This is an optimization exercise on Yosys and OpenROAD, whose aim is small area and a short achievable clock period, not a production implementation. No run shown here included a check of the RTL's function; only the layout flow was run. Power and IR drop assume default switching activity.

==> flow/design.v <==
module fpa(
  input  wire        clk,
  input  wire        reset,
  input  wire [11:0] A,
  input  wire [11:0] B,
  input  wire [11:0] C,
  input  wire [11:0] D,
  input  wire        pushin,
  output reg         pushout,
  output reg  [11:0] Z
);
  localparam K0 = 1;   
  localparam K1 = 0;   
  localparam K2 = 1;   
  localparam K3 = 1;   
  localparam K4 = 1;   
  function automatic ge5(input [4:0] a, input [4:0] b);
    reg [4:0] g, n; reg g43, n43, g21, n21, g40, n40, g4_1, n4_1;
    begin
      g = ~a & b; n = ~(a & ~b);
      g43 = g[4] | (n[4] & g[3]);  n43 = n[4] & n[3];
      g21 = g[2] | (n[2] & g[1]);  n21 = n[2] & n[1];
      g4_1 = g43 | (n43 & g21);    n4_1 = n43 & n21;
      ge5 = ~(g4_1 | (n4_1 & g[0]));
    end
  endfunction
  wire [4:0] eA = A[10:6], eB = B[10:6], eC = C[10:6], eD = D[10:6];
  wire gAB = ge5(eA, eB), gAC = ge5(eA, eC), gAD = ge5(eA, eD);
  wire gBC = ge5(eB, eC), gBD = ge5(eB, eD), gCD = ge5(eC, eD);
  wire selA = gAB & gAC & gAD;
  wire selB = ~gAB & gBC & gBD;
  wire selC = ~gAC & ~gBC & gCD;
  wire selD = ~gAD & ~gBD & ~gCD;
  wire [4:0] mx0 = ({5{selA}} & eA) | ({5{selB}} & eB) | ({5{selC}} & eC) | ({5{selD}} & eD);
  function automatic [6:0] mant(input [11:0] x);
    mant = ((|x[10:6]) ? {1'b1, x[5:0]} : 7'd0) ^ {7{x[11]}};
  endfunction
  wire [47:0] p0 = {mant(A), mant(B), mant(C), mant(D), eA, eB, eC, eD};
  wire [3:0]  s0 = {A[11], B[11], C[11], D[11]};
  reg  [47:0] p1; reg [3:0] s1; reg [4:0] mx1; reg v1;
  generate if (K0) begin : g_k0
    always @(posedge clk) begin p1 <= p0; s1 <= s0; mx1 <= mx0; end
    always @(posedge clk) v1 <= reset ? 1'b0 : pushin;
  end else begin : g_n0
    always @* begin p1 = p0; s1 = s0; mx1 = mx0; v1 = pushin; end
  end endgenerate
  function automatic [10:0] align(input [6:0] m, input s, input [4:0] e, input [4:0] mx);
    reg [4:0] sh; reg [10:0] v;
    begin
      sh = mx - e;
      v = {m, {4{s}}};
      v = sh[0] ? {s, v[10:1]}        : v;
      v = sh[1] ? {{2{s}}, v[10:2]}   : v;
      v = sh[2] ? {{4{s}}, v[10:4]}   : v;
      v = sh[3] ? {{8{s}}, v[10:8]}   : v;
      align = sh[4] ? {11{s}} : v;
    end
  endfunction
  wire [10:0] xA = align(p1[47:41], s1[3], p1[19:15], mx1);
  wire [10:0] xB = align(p1[40:34], s1[2], p1[14:10], mx1);
  wire [10:0] xC = align(p1[33:27], s1[1], p1[9:5],   mx1);
  wire [10:0] xD = align(p1[26:20], s1[0], p1[4:0],   mx1);
  wire [2:0]  ns1 = s1[3] + s1[2] + s1[1] + s1[0];
  wire [2:0]  nn1 = 3'd0 - ns1;
  wire [13:0] r4  = {nn1, 8'd0, ns1};
  reg [43:0] x2; reg [13:0] r42; reg [4:0] mx2; reg v2;
  generate if (K1) begin : g_k1
    always @(posedge clk) begin x2 <= {xA, xB, xC, xD}; r42 <= r4; mx2 <= mx1; end
    always @(posedge clk) v2 <= reset ? 1'b0 : v1;
  end else begin : g_n1
    always @* begin x2 = {xA, xB, xC, xD}; r42 = r4; mx2 = mx1; v2 = v1; end
  end endgenerate
  wire [13:0] q0 = {3'b0, x2[43:33]}, q1 = {3'b0, x2[32:22]}, q2 = {3'b0, x2[21:11]}, q3 = {3'b0, x2[10:0]};
  wire [13:0] a1 = q0 ^ q1 ^ q2;
  wire [13:0] b1 = {(q0 & q1) | (q0 & q2) | (q1 & q2), 1'b0};
  wire [13:0] a2 = a1 ^ b1 ^ q3;
  wire [13:0] b2 = {(a1 & b1) | (a1 & q3) | (b1 & q3), 1'b0};
  wire [13:0] a3 = a2 ^ b2 ^ r42;
  wire [13:0] b3 = {(a2 & b2) | (a2 & r42) | (b2 & r42), 1'b0};
  reg [13:0] a3r, b3r; reg [4:0] mx3; reg v3;
  generate if (K2) begin : g_k2
    always @(posedge clk) begin a3r <= a3; b3r <= b3; mx3 <= mx2; end
    always @(posedge clk) v3 <= reset ? 1'b0 : v2;
  end else begin : g_n2
    always @* begin a3r = a3; b3r = b3; mx3 = mx2; v3 = v2; end
  end endgenerate
  wire [13:0] S = a3r + b3r;
  reg [13:0] S4; reg [4:0] mx4; reg v4;
  generate if (K3) begin : g_k3
    always @(posedge clk) begin S4 <= S; mx4 <= mx3; end
    always @(posedge clk) v4 <= reset ? 1'b0 : v3;
  end else begin : g_n3
    always @* begin S4 = S; mx4 = mx3; v4 = v3; end
  end endgenerate
  wire        sgn = S4[13];
  wire [12:0] M   = sgn ? (13'd0 - S4[12:0]) : S4[12:0];
  wire        d3 = ~|M[12:5];
  wire [12:0] M1 = d3 ? {M[4:0], 8'd0} : M;
  wire        d2 = ~|M1[12:9];
  wire [12:0] M2 = d2 ? {M1[8:0], 4'd0} : M1;
  wire        d1 = ~|M2[12:11];
  wire [12:0] M3 = d1 ? {M2[10:0], 2'd0} : M2;
  wire        d0 = ~M3[12];
  wire [12:0] M4 = d0 ? {M3[11:0], 1'b0} : M3;
  reg sgn5, nz5; reg [5:0] fr5; reg [3:0] lz5; reg [4:0] mx5; reg v5;
  generate if (K4) begin : g_k4
    always @(posedge clk) begin sgn5 <= sgn; nz5 <= M4[12]; fr5 <= M4[11:6]; lz5 <= {d3, d2, d1, d0}; mx5 <= mx4; end
    always @(posedge clk) v5 <= reset ? 1'b0 : v4;
  end else begin : g_n4
    always @* begin sgn5 = sgn; nz5 = M4[12]; fr5 = M4[11:6]; lz5 = {d3, d2, d1, d0}; mx5 = mx4; v5 = v4; end
  end endgenerate
  wire signed [6:0] E = $signed({2'b00, mx5}) - $signed({3'b000, lz5});
  wire [4:0] ef = E[4:0] + 5'd2;
  wire zero = ~nz5 | E[6];
  wire sat  = (E > 7'sd28) | ((E == 7'sd28) & fr5[5] & fr5[4] & (|fr5[3:0]));
  wire [11:0] res = zero ? 12'h000 : sat ? {sgn5, 5'b11110, 6'b110000} : {sgn5, ef, fr5};
  always @(posedge clk) begin
    Z <= res;
    pushout <= reset ? 1'b0 : v5;
  end
endmodule
==> flow/run.sh <==
#!/bin/bash
# synth_recipe.tcl (not shown) runs the flow's synth.tcl, then flattens the netlist and writes it again
# the make line also repeats each setting of config.mk as NAME=value (left out here)
make -C /OpenROAD-flow-scripts/flow DESIGN_CONFIG=/design/flow/config.mk WORK_HOME=/design/flow/orfs CLKGATE_MAP_FILE= SYNTH_SCRIPT=/design/flow/synth_recipe.tcl finish
==> flow/config.mk <==
export PLATFORM = sky130hd
export DESIGN_NAME = fpa
export DESIGN_NICKNAME = fpa
export VERILOG_FILES = /design/flow/design.v
export SDC_FILE = /design/flow/constraint.sdc
export NUM_CORES = 4
export LEC_CHECK = 0
export ABC_AREA = 1
export CAP_MARGIN = 20
export CORE_MARGIN = 2
export CORE_UTILIZATION = 40
export SLEW_MARGIN = 20
==> flow/constraint.sdc <==
create_clock -name core_clock -period 5.0 [get_ports {clk}]
set_input_delay 1.0000 -clock core_clock [delete_from_list [all_inputs] [get_ports {clk}]]
set_output_delay 1.0000 -clock core_clock [all_outputs]
set_load 0.01 [all_outputs]
==> results.cfg, run 1 <==
[place]
routabilityCongestion = 0.938
numPortBuffers = 63
place_area_um2 = 9330
dp_hpwl_um = 15000

[grt]
grt_pass1_vias = 6812
grt.met1_usage_pct = 20.6
grt_max_degree = 20
grt_usage_pct = 17.3
antenna_found_initial = 0
grt_overflow = 0
met2_usage_pct = 30.9
grtUsageMet3_pct = 3.20
busiest_layer = met2
grt_first_pass_wirelength_um = 30900

[synth]
seq_area_frac_synth_pct = 33.3
synthTopCellsByArea = dfxtp_1 33%, nand2_1 10%, inv_1 7.4%
async_reset_ff_share_pct = 0
yosys_warnings = 1
ys_ff_latch = 141
synthesis.nets = 1276
netlist_area_um2 = 8460
synth_top_area_cell = dfxtp_1
syn_inst = 1147
syn_area_per_cell_um2 = 7.38
synth.distinct_cells = 46
ys_dominant_reg_cell = dfxtp_1
synth_edf_count = 0
synth_top_area_share_pct = 33.3

[final_layout]
area_delta_synth_final_pct = 18.0
regArea_um2 = 2820
multiInputGateArea_um2 = 4840
fin_area_um2 = 9990
post_route_cells_drive_above_1_share_pct = 6.97
antenna_cells = 0
nets = 1336
most-common-layout-cells = 229 x nand2_1, 166 x inv_1, 141 x dfxtp_1, 114 x o21ai_0, 107 x nor2_1
fillers = 2048
final_common_cell = nand2_1

[floorplanning]
core_area_um2 = 20900
initial_core_util_pct = 40.5
dieHeight_um = 149
die_x_um = 149
rows = 53
die-area_um2 = 22300
io_pins = 64

[worst_setup_path]
path_cells = inv_1 -> fa_1 -> clkinv_1 -> o21ai_0 -> o22ai_1 -> a21oi_1 -> o21ai_0 -> nand2_1 -> inv_1 -> fa_1 -> fa_1 -> inv_1 -> fa_1 -> inv_1
slowest_stage = fa_1
worst-path-max-fanout = 8
cp_num_buf_inv = 5
max_stage_delay_ps = 720
worstPathRequired_ps = 5310
cp-start-kind = flop
crit_type = flop to flop
critPathArrivalTime_ps = 4560
cp_top_family = adder cells
worstSetupEndpointType = flop

[timing]
worstMarginPinSlew_ps = 826
max_slew_margin_pct = 44.2
slew_viol_final = 0
finalHoldViolations = 0
fin_crit_sh_pct = 85.0
max_freq_mhz = 235
rsz0062_at_grt = false
tns_ps = 0
period_needed_ps = 4250
fin_skew_ps = 13.9
setup_viol = 0

[power]
ir_drop_mv = 0.274
leakagePower_nw = 4.75
p_per_area_nw_per_um2 = 696

[clock_tree]
cts-hold-fix-buffers = 0
clkSlewWorstSetupHoldPaths_ps = 60
cts_tree = yes
cts_sinks = 141
cts-htree-levels = 4
clockBufferDepth = 2
post_cts.repair.setup_buffers = 0
clockRootBuffer = clkbuf_16
insertion_delay_ps = 420
cts_buffers = 17
cts_resized = 0

[route]
dr_total_vias = 7188
vias_per_cell = 4.81
firstDrtPassIters = 5
wl_per_cell_um = 12.3
drcViolationCount = 0
drt_iter0_markers = 296
drt-total-wl_um = 18400
ant_nets = 0

[outcome]
status = timing/DRC/antenna clean

[hold_path]
hold_path.class = flop to flop

[flow_run]
maxCapViolations = 0
-- routing by layer --
| metal | vias to the layer above | share of wire, % |
|---|---|---|
| met5 | - | 0 |
| met4 | 0 | 2.4 |
| met1 | 3179 | 45 |
| met3 | 39 | 3.0 |
| met2 | 144 | 49 |
| li1 | 3826 | - |
-- power breakdown --
part / internal, mW / leakage [nW] / switching, mW
clock network: 0.925 / 0.320 / 0.460
registers: 1.51 / 1.18 / 0.169
logic: 1.49 / 3.25 / 2.40
-- cells in the mapped netlist (5+ instances only) --
| library cell | number |
|---|---|
| nor3_1 | 12 |
| o22ai_1 | 14 |
| o21ai_2 | 6 |
| nand2_2 | 12 |
| a21oi_1 | 88 |
| fa_1 | 31 |
| nor2_4 | 7 |
| xnor2_1 | 14 |
| inv_2 | 13 |
| nand4_1 | 14 |
| clkbuf_1 | 15 |
| dfxtp_1 | 141 |
| xor2_1 | 23 |
| nand2_1 | 229 |
| ha_1 | 47 |
| nand3_2 | 6 |
| mux2i_1 | 8 |
| nor2_1 | 107 |
| inv_1 | 166 |
| nand3_1 | 29 |
| o21ai_1 | 5 |
| o21ai_0 | 114 |
-- flip-flops by register name (all words and copies together), names as in the netlist, 4 cells and up --
signal and flops:
mx3 5, mx4 5, fr5 6, S4 14, s1 4, mx1 5, a3r 14, mx5 5
lz5 4, b3r 12, Z 12, p1 48
-- layout make-up --
cell class / instances / share of cell area (%)
clock buffers: 22 / 4.75
clock inverters: 10 / 1.85
inverters: 183 / 6.90
multi-input cells: 800 / 48.4
flip-flops and latches: 141 / 28.2
well taps: 275 / 3.44
repair buffers: 64 / 6.39
-- worst paths after layout --
| path | start | to | slack [ps] | depth (start not counted) |
|---|---|---|---|---|
| worst max register to register | mx1[1] | a3r[2] | 750 | 14 |
| worst min register to register | mx3[4] | mx4[4] | 330 | 0 |
| worst max-delay path | mx1[1] | a3r[2] | 750 | 14 |
| worst min-delay path | mx3[4] | mx4[4] | 330 | 0 |
-- kinds of logic (layout without fill, tap and decap cells) --
group	after synthesis	after routing	share of synthesized area (%)
fa+ha+maj	78	78	14.3
xor+xnor	37	37	3.83
simple gates	426	426	21.9
mux	10	10	1.21
flops	141	141	33.3
compound gates	249	249	15.9
buf+inv	206	279	9.49
-- through the flow --
step | hold WS, ps | util (%) | worst slack, ps | std cells | power [mW]
2_1_floorplan | 310 | - | 1130 | 1147 | 4.69
3_3_place_gp | 312 | 44.7 | 861 | 1463 | 5.57
3_5_place_dp | 312 | 44.7 | 762 | 1463 | 5.62
4_1_cts | 327 | 47.8 | 731 | 1495 | 7.05
5_1_grt | 332 | 47.8 | 371 | 1495 | 7.72
6_report | 326 | 47.8 | 750 | 1495 | 6.96
==> run 2, diff against run 1 <==
--- a/flow/design.v
+++ b/flow/design.v
@@ -13,7 +13,7 @@
   localparam K1 = 0;   
   localparam K2 = 1;   
   localparam K3 = 1;   
-  localparam K4 = 1;   
+  localparam K4 = 0;   
   function automatic ge5(input [4:0] a, input [4:0] b);
     reg [4:0] g, n; reg g43, n43, g21, n21, g40, n40, g4_1, n4_1;
     begin
==> run 2 against run 1 <==
Compared with the run above: total power rose by 4.9%; clock-buffer cell count did not move; clock skew fell by 2.8 ps; area after synthesis fell by 4.4%; setup slack got worse by 64 ps; critical path depth rose by 18; largest cell class unchanged; maximum frequency fell by 1.5%; core utilization rose by 0.19 points; via count fell by 1.7%; global-route usage barely moved.
==> results.cfg, run 2 <==
[synth]
synth_edf_count = 0
syn_inst = 1129
netlist_area_um2 = 8090
async_reset_ff_share_pct = 0
ys_top_cells_by_count = 227 x nand2_1, 176 x inv_1, 123 x dfxtp_1
synth.distinct_cells = 43
yosys_warnings = 1
synth.most_common_cell = nand2_1
syn_area_per_cell_um2 = 7.16
synthesis.nets = 1258
seq_area_frac_synth_pct = 30.4
synth_top_area_cell = dfxtp_1
ys_ff_latch = 123
ys_dominant_reg_cell = dfxtp_1
synthTopCellsByArea = dfxtp_1 30%, nand2_1 11%, inv_1 8.2%
synth_top_area_share_pct = 30.4

[worst_setup_path]
crit_type = flop to flop
cp-start-kind = flop
worst-path-max-fanout = 8
cp_num_buf_inv = 3
worstPathRequired_ps = 5310
slowest_stage = fa_1
r2r-start = S4[0]
worstSetupEndpointType = flop
crit_top_cell = nor2_1
cp_top_family = simple AND/OR/NAND/NOR gates
startpoint = S4[0]
critPathArrivalTime_ps = 4630
max_stage_delay_ps = 380

[place]
post-place-ws_ps = 682
routabilityCongestion = 0.902
dp_hpwl_um = 14600
numPortBuffers = 63

[timing]
rsz0062_at_grt = false
period_needed_ps = 4310
setup_viol = 0
fin_crit_sh_pct = 86.3
hold_ws_ps = 325
tns_ps = 0
max_slew_margin_pct = 59.7
worstMarginPinSlew_ps = 597
finalHoldViolations = 0
layout_setup_ws_ps = 685
slew_viol_final = 0
fin_skew_ps = 11.1
max_freq_mhz = 232

[clock_tree]
cts_resized = 0
cts_buffers = 17
insertion_delay_ps = 420
clockBufferDepth = 2
clockRootBuffer = clkbuf_16
cts-htree-levels = 4
post_cts.repair.setup_buffers = 0
cts_tree = yes
cts_sinks = 123
clkSlewWorstSetupHoldPaths_ps = 50
cts-hold-fix-buffers = 0

[floorplanning]
core_area_um2 = 20000
initial_core_util_pct = 40.4
die_x_um = 146
io_pins = 64
rows = 52
dieHeight_um = 146
die-area_um2 = 21400

[power]
p_total_mw = 7.29
p_per_area_nw_per_um2 = 758
intPower_mw = 3.96
swShare_pct = 45.7
leakagePower_nw = 4.76
pwr-share-clk_pct = 18.8
seqPwrFrac_pct = 20.1
pwr-share-comb_pct = 61.2
ir_drop_mv = 0.306
p_switching_mw = 3.33

[route]
dr_total_vias = 7066
firstDrtPassIters = 4
drt_iter0_markers = 312
wl_per_cell_um = 12.3
drt-total-wl_um = 18100
vias_per_cell = 4.80
drcViolationCount = 0
ant_nets = 0

[grt]
grt_first_pass_wirelength_um = 30100
grt_pass1_vias = 6696
grt_max_degree = 18
antenna_found_initial = 0
grt_usage_pct = 17.3
grt_overflow = 0

[final_layout]
final_common_cell = nand2_1
antenna_cells = 0
top_register = p1
most-common-layout-cells = 227 x nand2_1, 176 x inv_1, 123 x dfxtp_1, 117 x nor2_1, 91 x o21ai_0
area_delta_synth_final_pct = 19.0
biggestRegsByFlops = p1 x48, S4 x14, a3r x14
largest_reg_flops = 48
nets = 1318
post_route_cells_drive_above_1_share_pct = 6.74

[flow_run]
maxCapViolations = 0

[outcome]
status = timing/DRC/antenna clean

[hold_path]
hold_path.class = flop to flop
hp-start = mx3[3]
run 2: cell count changes after synthesis, moves of 5 or more:
| cell | before | now |
|---|---|---|
| a221oi_1 | 3 | 8 |
| nand3_1 | 29 | 52 |
| o21ai_0 | 114 | 91 |
| inv_1 | 166 | 176 |
| nor2_2 | 2 | 7 |
| o22ai_1 | 14 | 20 |
| dfxtp_1 | 141 | 123 |
| nand4_1 | 14 | 5 |
| inv_2 | 13 | 8 |
| nor2_1 | 107 | 117 |
run 2: per-layer routing:
metal | up-vias | share of wire (%) | GRT usage, % | wire, µm
li1 | 3749 | - | - | -
met1 | 3154 | 45 | 20.1 | 8120
met4 | 0 | 2.2 | 6.70 | 393
met5 | - | 0 | 0 | 0
met2 | 132 | 50 | 31.3 | 9010
met3 | 31 | 3.4 | 3.31 | 622
run 2: layout make-up:
type | instances | area [µm²]
fill | 2072 | 10400
multi-input combinational | 797 | 4820
sequential | 123 | 2460
inverter | 187 | 707
timing repair buffer | 63 | 631
clock buffer | 22 | 484
tap | 270 | 338
clock inverter | 10 | 186
run 2: power by group through the flow:
stage                     logic, mW  registers (mW)  clock network [mW]
after floorplan                3.48            1.45                   0
after global placement         4.42            1.49                   0
after detailed placement       4.48            1.49                   0
after CTS                      4.52            1.47                1.40
after global routing           5.21            1.50                1.44
final                          4.46            1.46                1.37
run 2: worst paths after layout:
path | cells past startpoint | endpoint | slack, ps
worst max register to register | 32 | Z[3] | 690
worst max-delay path | 32 | Z[3] | 690
worst min-delay path | 0 | mx4[3] | 330
worst min register to register | 0 | mx4[3] | 330
run 2: cells by family (layout without fill, tap and decap cells):
family          after synthesis  in the layout  share of synthesized area, %
xor+xnor                     39             39                          4.22
simple gates                455            455                          24.9
buf+inv                     209            282                          10.0
fa+ha+maj                    78             78                          14.9
mux                           4              4                         0.495
compound gates              221            221                          15.0
flops                       123            123                          30.4
run 2: through the flow:
| stage | utilization, % | area [µm²] | std cells |
|---|---|---|---|
| after floorplan | - | 8090 | 1129 |
| after global placement | 44.7 | 8950 | 1440 |
| after detailed placement | 44.7 | 8950 | 1440 |
| after CTS | 48.0 | 9620 | 1472 |
| after global routing | 48.0 | 9620 | 1472 |
| final | 48.0 | 9620 | 1472 |
==> run 3, diff against run 2 <==
--- a/flow/design.v
+++ b/flow/design.v
@@ -10,10 +10,10 @@
   output reg  [11:0] Z
 );
   localparam K0 = 1;   
-  localparam K1 = 0;   
+  localparam K1 = 1;   
   localparam K2 = 1;   
   localparam K3 = 1;   
-  localparam K4 = 0;   
+  localparam K4 = 1;   
   function automatic ge5(input [4:0] a, input [4:0] b);
     reg [4:0] g, n; reg g43, n43, g21, n21, g40, n40, g4_1, n4_1;
     begin
--- a/flow/config.mk
+++ b/flow/config.mk
@@ -9,4 +9,5 @@
 export CAP_MARGIN = 20
 export CORE_MARGIN = 2
 export CORE_UTILIZATION = 40
+export SETUP_SLACK_MARGIN = 2.5
 export SLEW_MARGIN = 20
==> run 3 against run 2 <==
Compared with the run above: still clean; core utilization increased by 0.65 points; first-iteration DRC count decreased by 32%; total power increased by 5.8%; combinational power decreased by 12%; largest power group unchanged.
==> results.cfg, run 3 <==
[synth]
ys_ff_latch = 196
synth.distinct_cells = 42
syn_area_per_cell_um2 = 8.05
synthTopCellsByArea = dfxtp_1 41%, nand2_1 9.5%, fa_1 6.5%
synth_edf_count = 0
synth_top_area_share_pct = 41.3
netlist_area_um2 = 9490
ys_top_cells_by_count = 241 x nand2_1, 196 x dfxtp_1, 142 x inv_1
synth.most_common_cell = nand2_1
ys_dominant_reg_cell = dfxtp_1
syn_inst = 1180
synthesis.nets = 1309
async_reset_ff_share_pct = 0
yosys_warnings = 1
seq_area_frac_synth_pct = 41.3
synth_top_area_cell = dfxtp_1

[clock_tree]
cts-htree-levels = 4
clockBufferDepth = 2
cts_sinks = 196
cts_tree = yes
clkSlewWorstSetupHoldPaths_ps = 80
cts_buffers = 17
cts-hold-fix-buffers = 0
clockRootBuffer = clkbuf_16
insertion_delay_ps = 440

[place]
dp_hpwl_um = 16400
routabilityCongestion = 0.888
numPortBuffers = 63

[timing]
tns_ps = 0
finalHoldViolations = 0
period_needed_ps = 2410
fin_skew_ps = 16.7
max_freq_mhz = 415
max_slew_margin_pct = 69.6
setup_viol = 0
worstMarginPinSlew_ps = 455
fin_crit_sh_pct = 48.2
rsz0062_at_grt = false
slew_viol_final = 0
hold_ws_ps = 313

[worst_setup_path]
worst-path-max-fanout = 6
critPathArrivalTime_ps = 2790
worstPathRequired_ps = 5380
worstSetupEndpointType = flop
cp-start-kind = input pin
crit_type = input pin to flop

[grt]
grt_max_degree = 22
grt_usage_pct = 17.2
antenna_found_initial = 0
grt_overflow = 0
grt_pass1_vias = 7088
grt_first_pass_wirelength_um = 33500

[final_layout]
largest_reg_flops = 48
biggestRegsByFlops = p1 x48, x2 x44
antenna_cells = 0
final_common_cell = nand2_1
nets = 1378
area_delta_synth_final_pct = 20.0
most-common-layout-cells = 236 x nand2_1, 192 x dfxtp_1, 133 x inv_1, 111 x o21ai_0, 99 x nor2_1
top_register = p1
post_route_cells_drive_above_1_share_pct = 11.2

[floorplanning]
io_pins = 64
rows = 56
initial_core_util_pct = 40.6
die-area_um2 = 25000
core_area_um2 = 23400
dieHeight_um = 158
die_x_um = 158

[route]
wl_per_cell_um = 13.1
drcViolationCount = 0
vias_per_cell = 4.72
drt_iter0_markers = 212
ant_nets = 0
dr_total_vias = 7459
drt-total-wl_um = 20700
firstDrtPassIters = 5

[hold_path]
hold_path.class = flop to flop

[power]
p_per_area_nw_per_um2 = 678
leakagePower_nw = 5.31
p_total_mw = 7.72
ir_drop_mv = 0.281

[flow_run]
maxCapViolations = 0

[outcome]
status = timing/DRC/antenna clean
-- run 3: through the flow --
stage | cells | util [%] | setup slack, ps | cell area, µm²
floorplan | 1180 | - | 2730 | 9490
global placement | 1539 | 44.5 | 1860 | 10400
detailed placement | 1539 | 44.5 | 1880 | 10400
CTS | 1571 | 47.3 | 2480 | 11100
global route | 1581 | 48.7 | 2470 | 11400
finish | 1581 | 48.7 | 2590 | 11400
-- run 3: power breakdown --
| part | internal, mW | leakage, nW | switching (mW) | total, mW |
|---|---|---|---|---|
| Sequential | 2.14 | 1.65 | 0.308 | 2.45 |
| Combinational | 1.56 | 3.37 | 2.35 | 3.91 |
| Clock | 0.680 | 0.295 | 0.675 | 1.35 |
| Total | 4.38 | 5.31 | 3.33 | 7.72 |
-- run 3: worst max-delay path, stage by stage --
cell             delay, ps
clkdlybuf4s50_1        580
inv_2                  130
nor2_2                 140
nor3_1                  60
a21oi_1                170
o41ai_2                110
buf_4                  150
nor3b_4                260
nand2_1                 90
nand4_1                 90
-- run 3: worst paths after layout --
check	slack [ps]	endpoint	from	cells past startpoint
worst min register to register	310	mx5[2]	mx4[2]	0
worst min-delay path	310	mx5[2]	mx4[2]	0
worst max-delay path	2590	mx1[2]	A[10]	10
worst max register to register	2700	x2[29]	mx1[0]	12
-- run 3: area by class of cell --
type,count,area [µm²]
multi-input combinational,805,5140
fill,2283,12000
timing repair buffer,71,716
inverter,158,602
tap,319,399
clock inverter,15,176
sequential,196,3930
clock buffer,17,425
-- run 3: cell families (layout without fill, tap and decap cells) --
logic type	after synthesis	count (layout)	share of synthesized area (%)
xor+xnor	37	37	3.41
compound gates	223	223	12.9
simple gates	452	454	20.8
flops	196	196	41.3
fa+ha+maj	78	78	12.7
buf+inv	181	261	7.51
mux	13	13	1.37
-- run 3: per-layer routing --
layer	up-vias	part of all wire, %	global-route usage (%)
met5	-	0	0
met3	24	2.6	3.01
met2	103	51	30.9
met4	0	1.4	5.06
met1	3364	45	20.9
li1	3968	-	-
-- run 3: repair_timing --
action,4_1_cts,5_1_grt
cloned,0,2
gates resized for setup,16,69
endpoints found under the setup margin,30,62
pin swaps,1,15
buffers inserted,0,8
==> run 4, diff against run 3 <==
--- a/flow/config.mk
+++ b/flow/config.mk
@@ -9,5 +9,5 @@
 export CAP_MARGIN = 20
 export CORE_MARGIN = 2
 export CORE_UTILIZATION = 40
-export SETUP_SLACK_MARGIN = 2.5
+export SETUP_SLACK_MARGIN = 2.2
 export SLEW_MARGIN = 20
==> run 4 against run 3 <==
Compared with the run above: still clean; core utilization is 1.4 points lower; sequential power is essentially flat; clock skew decreased by 0.63 ps; flip-flop and latch count stayed put; cell area fell by 2.9%; first-iteration DRC count is 10% higher.
==> results.cfg, run 4 <==
[outcome]
status = timing/DRC/antenna clean

[synth]
syn_area_per_cell_um2 = 8.05
synth_top_area_share_pct = 41.3
ys_ff_latch = 196
syn_inst = 1180
ys_dominant_reg_cell = dfxtp_1
seq_area_frac_synth_pct = 41.3
synth_top_area_cell = dfxtp_1
async_reset_ff_share_pct = 0
synth.most_common_cell = nand2_1
synth.distinct_cells = 42
synthTopCellsByArea = dfxtp_1 41%, nand2_1 9.5%, fa_1 6.5%
synth_edf_count = 0
ys_top_cells_by_count = 241 x nand2_1, 196 x dfxtp_1, 142 x inv_1
netlist_area_um2 = 9490
yosys_warnings = 1
synthesis.nets = 1309

[timing]
tns_ps = 0
rsz0062_at_grt = false
fin_skew_ps = 16.1
max_freq_mhz = 386
period_needed_ps = 2590
finalHoldViolations = 0
setup_viol = 0
slew_viol_final = 0
fin_crit_sh_pct = 51.9
worstMarginPinSlew_ps = 503
max_slew_margin_pct = 66.0

[place]
routabilityCongestion = 0.888
dp_hpwl_um = 16400
numPortBuffers = 63

[grt]
grt_overflow = 0
grt_pass1_vias = 7091
grt_first_pass_wirelength_um = 33500
grt_max_degree = 22
grt_usage_pct = 17.1
antenna_found_initial = 0

[final_layout]
regArea_um2 = 3930
postLayoutCoreUtil_pct = 47.3
antenna_cells = 0
top_register = p1
largest_reg_flops = 48
multiInputGateArea_um2 = 4900
nets = 1368
post_route_cells_drive_above_1_share_pct = 7.51
most-common-layout-cells = 241 x nand2_1, 194 x dfxtp_1, 142 x inv_1, 116 x o21ai_0, 103 x nor2_1
fillers = 2327
area_delta_synth_final_pct = 16.5
final_common_cell = nand2_1
biggestRegsByFlops = p1 x48, x2 x44

[route]
drcViolationCount = 0
drt-total-wl_um = 20400
wl_per_cell_um = 13.0
firstDrtPassIters = 5
ant_nets = 0
vias_per_cell = 4.72
drt_iter0_markers = 234
dr_total_vias = 7413

[clock_tree]
clkSlewWorstSetupHoldPaths_ps = 80
cts-htree-levels = 4
clockBufferDepth = 2
cts_tree = yes
post_cts.repair.setup_buffers = 0
cts_buffers = 17
cts_sinks = 196
cts_resized = 0
clockRootBuffer = clkbuf_16
insertion_delay_ps = 440
cts-hold-fix-buffers = 0

[power]
leakagePower_nw = 5.12
ir_drop_mv = 0.244
p_per_area_nw_per_um2 = 679

[floorplanning]
initial_core_util_pct = 40.6
die-area_um2 = 25000
die_x_um = 158
rows = 56
dieHeight_um = 158
core_area_um2 = 23400
io_pins = 64

[worst_setup_path]
cp-start-kind = input pin
slowest_stage = clkdlybuf4s50_1
cp_num_buf_inv = 2
max_stage_delay_ps = 610
path_cells = clkdlybuf4s50_1 -> inv_1 -> o22ai_1 -> a21oi_1 -> o41ai_1 -> and3_1 -> nand2_1 -> nand4_1
worstSetupEndpointType = flop
crit_type = input pin to flop
worstPathRequired_ps = 5370
critPathArrivalTime_ps = 2960
cp_top_family = buffers and inverters
worst-path-max-fanout = 5

[hold_path]
hold_path.class = flop to flop

[flow_run]
maxCapViolations = 0
-- run 4: cell counts after synthesis --
Identical to the previous run, type by type.
-- run 4: logic make-up (layout without fill, tap and decap cells) --
family | count (synthesis) | count (layout) | synth area share, %
XOR/XNOR | 37 | 37 | 3.41
AO/OA/AOI/OAI | 223 | 223 | 12.9
flip-flops | 196 | 196 | 41.3
buffers and inverters | 181 | 253 | 7.51
AND/OR/NAND/NOR | 452 | 452 | 20.8
adder cells (fa/ha/maj) | 78 | 78 | 12.7
multiplexers | 13 | 13 | 1.37
-- run 4: through the flow --
stage          cell area [µm²]  power, mW  cells  setup slack, ps  hold slack (ps)
6_report                 11100       7.50   1571             2410              313
5_1_grt                  11100       8.30   1571             2200              332
4_1_cts                  11000       7.59   1571             2270              319
3_5_place_dp             10400       6.19   1539             1880              312
3_3_place_gp             10400       6.16   1539             1860              310
2_1_floorplan             9490       5.25   1180             2730              310
-- run 4: worst paths after layout --
check / from / endpoint / slack, ps / cells after the start
worst max-delay path: D[7] / mx1[3] / 2410 / 8
worst min-delay path: mx4[2] / mx5[2] / 310 / 0
worst max register to register: mx1[0] / x2[33] / 2450 / 9
worst min register to register: mx4[2] / mx5[2] / 310 / 0
-- run 4: report_power, final --
| group | switching (mW) | internal (mW) |
|---|---|---|
| clock | 0.674 | 0.680 |
| sequential | 0.304 | 2.14 |
| combinational | 2.24 | 1.47 |
-- run 4: cell type report --
cell class	count	area share, %
Clock inverter	15	1.60
Inverter	158	5.39
Sequential cell	196	35.5
Clock buffer	17	3.85
Multi-Input combinational cell	803	44.4
Tap cell	319	3.61
Timing Repair Buffer	63	5.70
-- run 4: metal layers --
layer / global-route usage [%] / up-vias / share of wire [%]
met2: 30.9 / 104 / 51
met1: 20.9 / 3345 / 46
met4: 4.98 / 0 / 1.4
met3: 2.93 / 22 / 2.4
li1: - / 3942 / -
met5: 0 / - / 0

[afterwards: timing with drivers on the ports]
Ports are ideal in the flow. The routed layouts listed here were re-timed in OpenROAD.
Step 1 sets driving cells, clkbuf_16 on the clock port and buf_2 on the other inputs (assumed; they add their load-dependent delay and slew).
Step 2, shift: input delay + t, output delay - t, t = (earliest + latest rising clock arrival at the registers) / 2. This alone moves slack from input paths to output paths.
a / b / c = ideal / step 1 / step 2; a / b = the first two.
run | shift t [ns] | slack for setup (ns) | worst hold slack (ns) | slew at the worst register clock pin (ns) | pins driven straight from the clock port
run 1 | 0.456 | 0.750 / 0.750 / 0.750 | 0.326 / 0.326 / 0.326 | 0.06 / 0.06 | 1
run 2 | 0.457 | 0.685 / 0.685 / 0.685 | 0.325 / 0.325 / 0.325 | 0.06 / 0.06 | 1
run 3 | 0.481 | 2.590 / 2.606 / 2.125 | 0.313 / 0.313 / 0.313 | 0.08 / 0.08 | 1
run 4 | 0.481 | 2.407 / 2.430 / 1.949 | 0.313 / 0.313 / 0.313 | 0.08 / 0.08 | 1
After both steps every run listed still meets setup and hold. The setup slack of run 3, which loses most, moves by +0.016 ns with the drivers and by -0.465 ns with both steps.
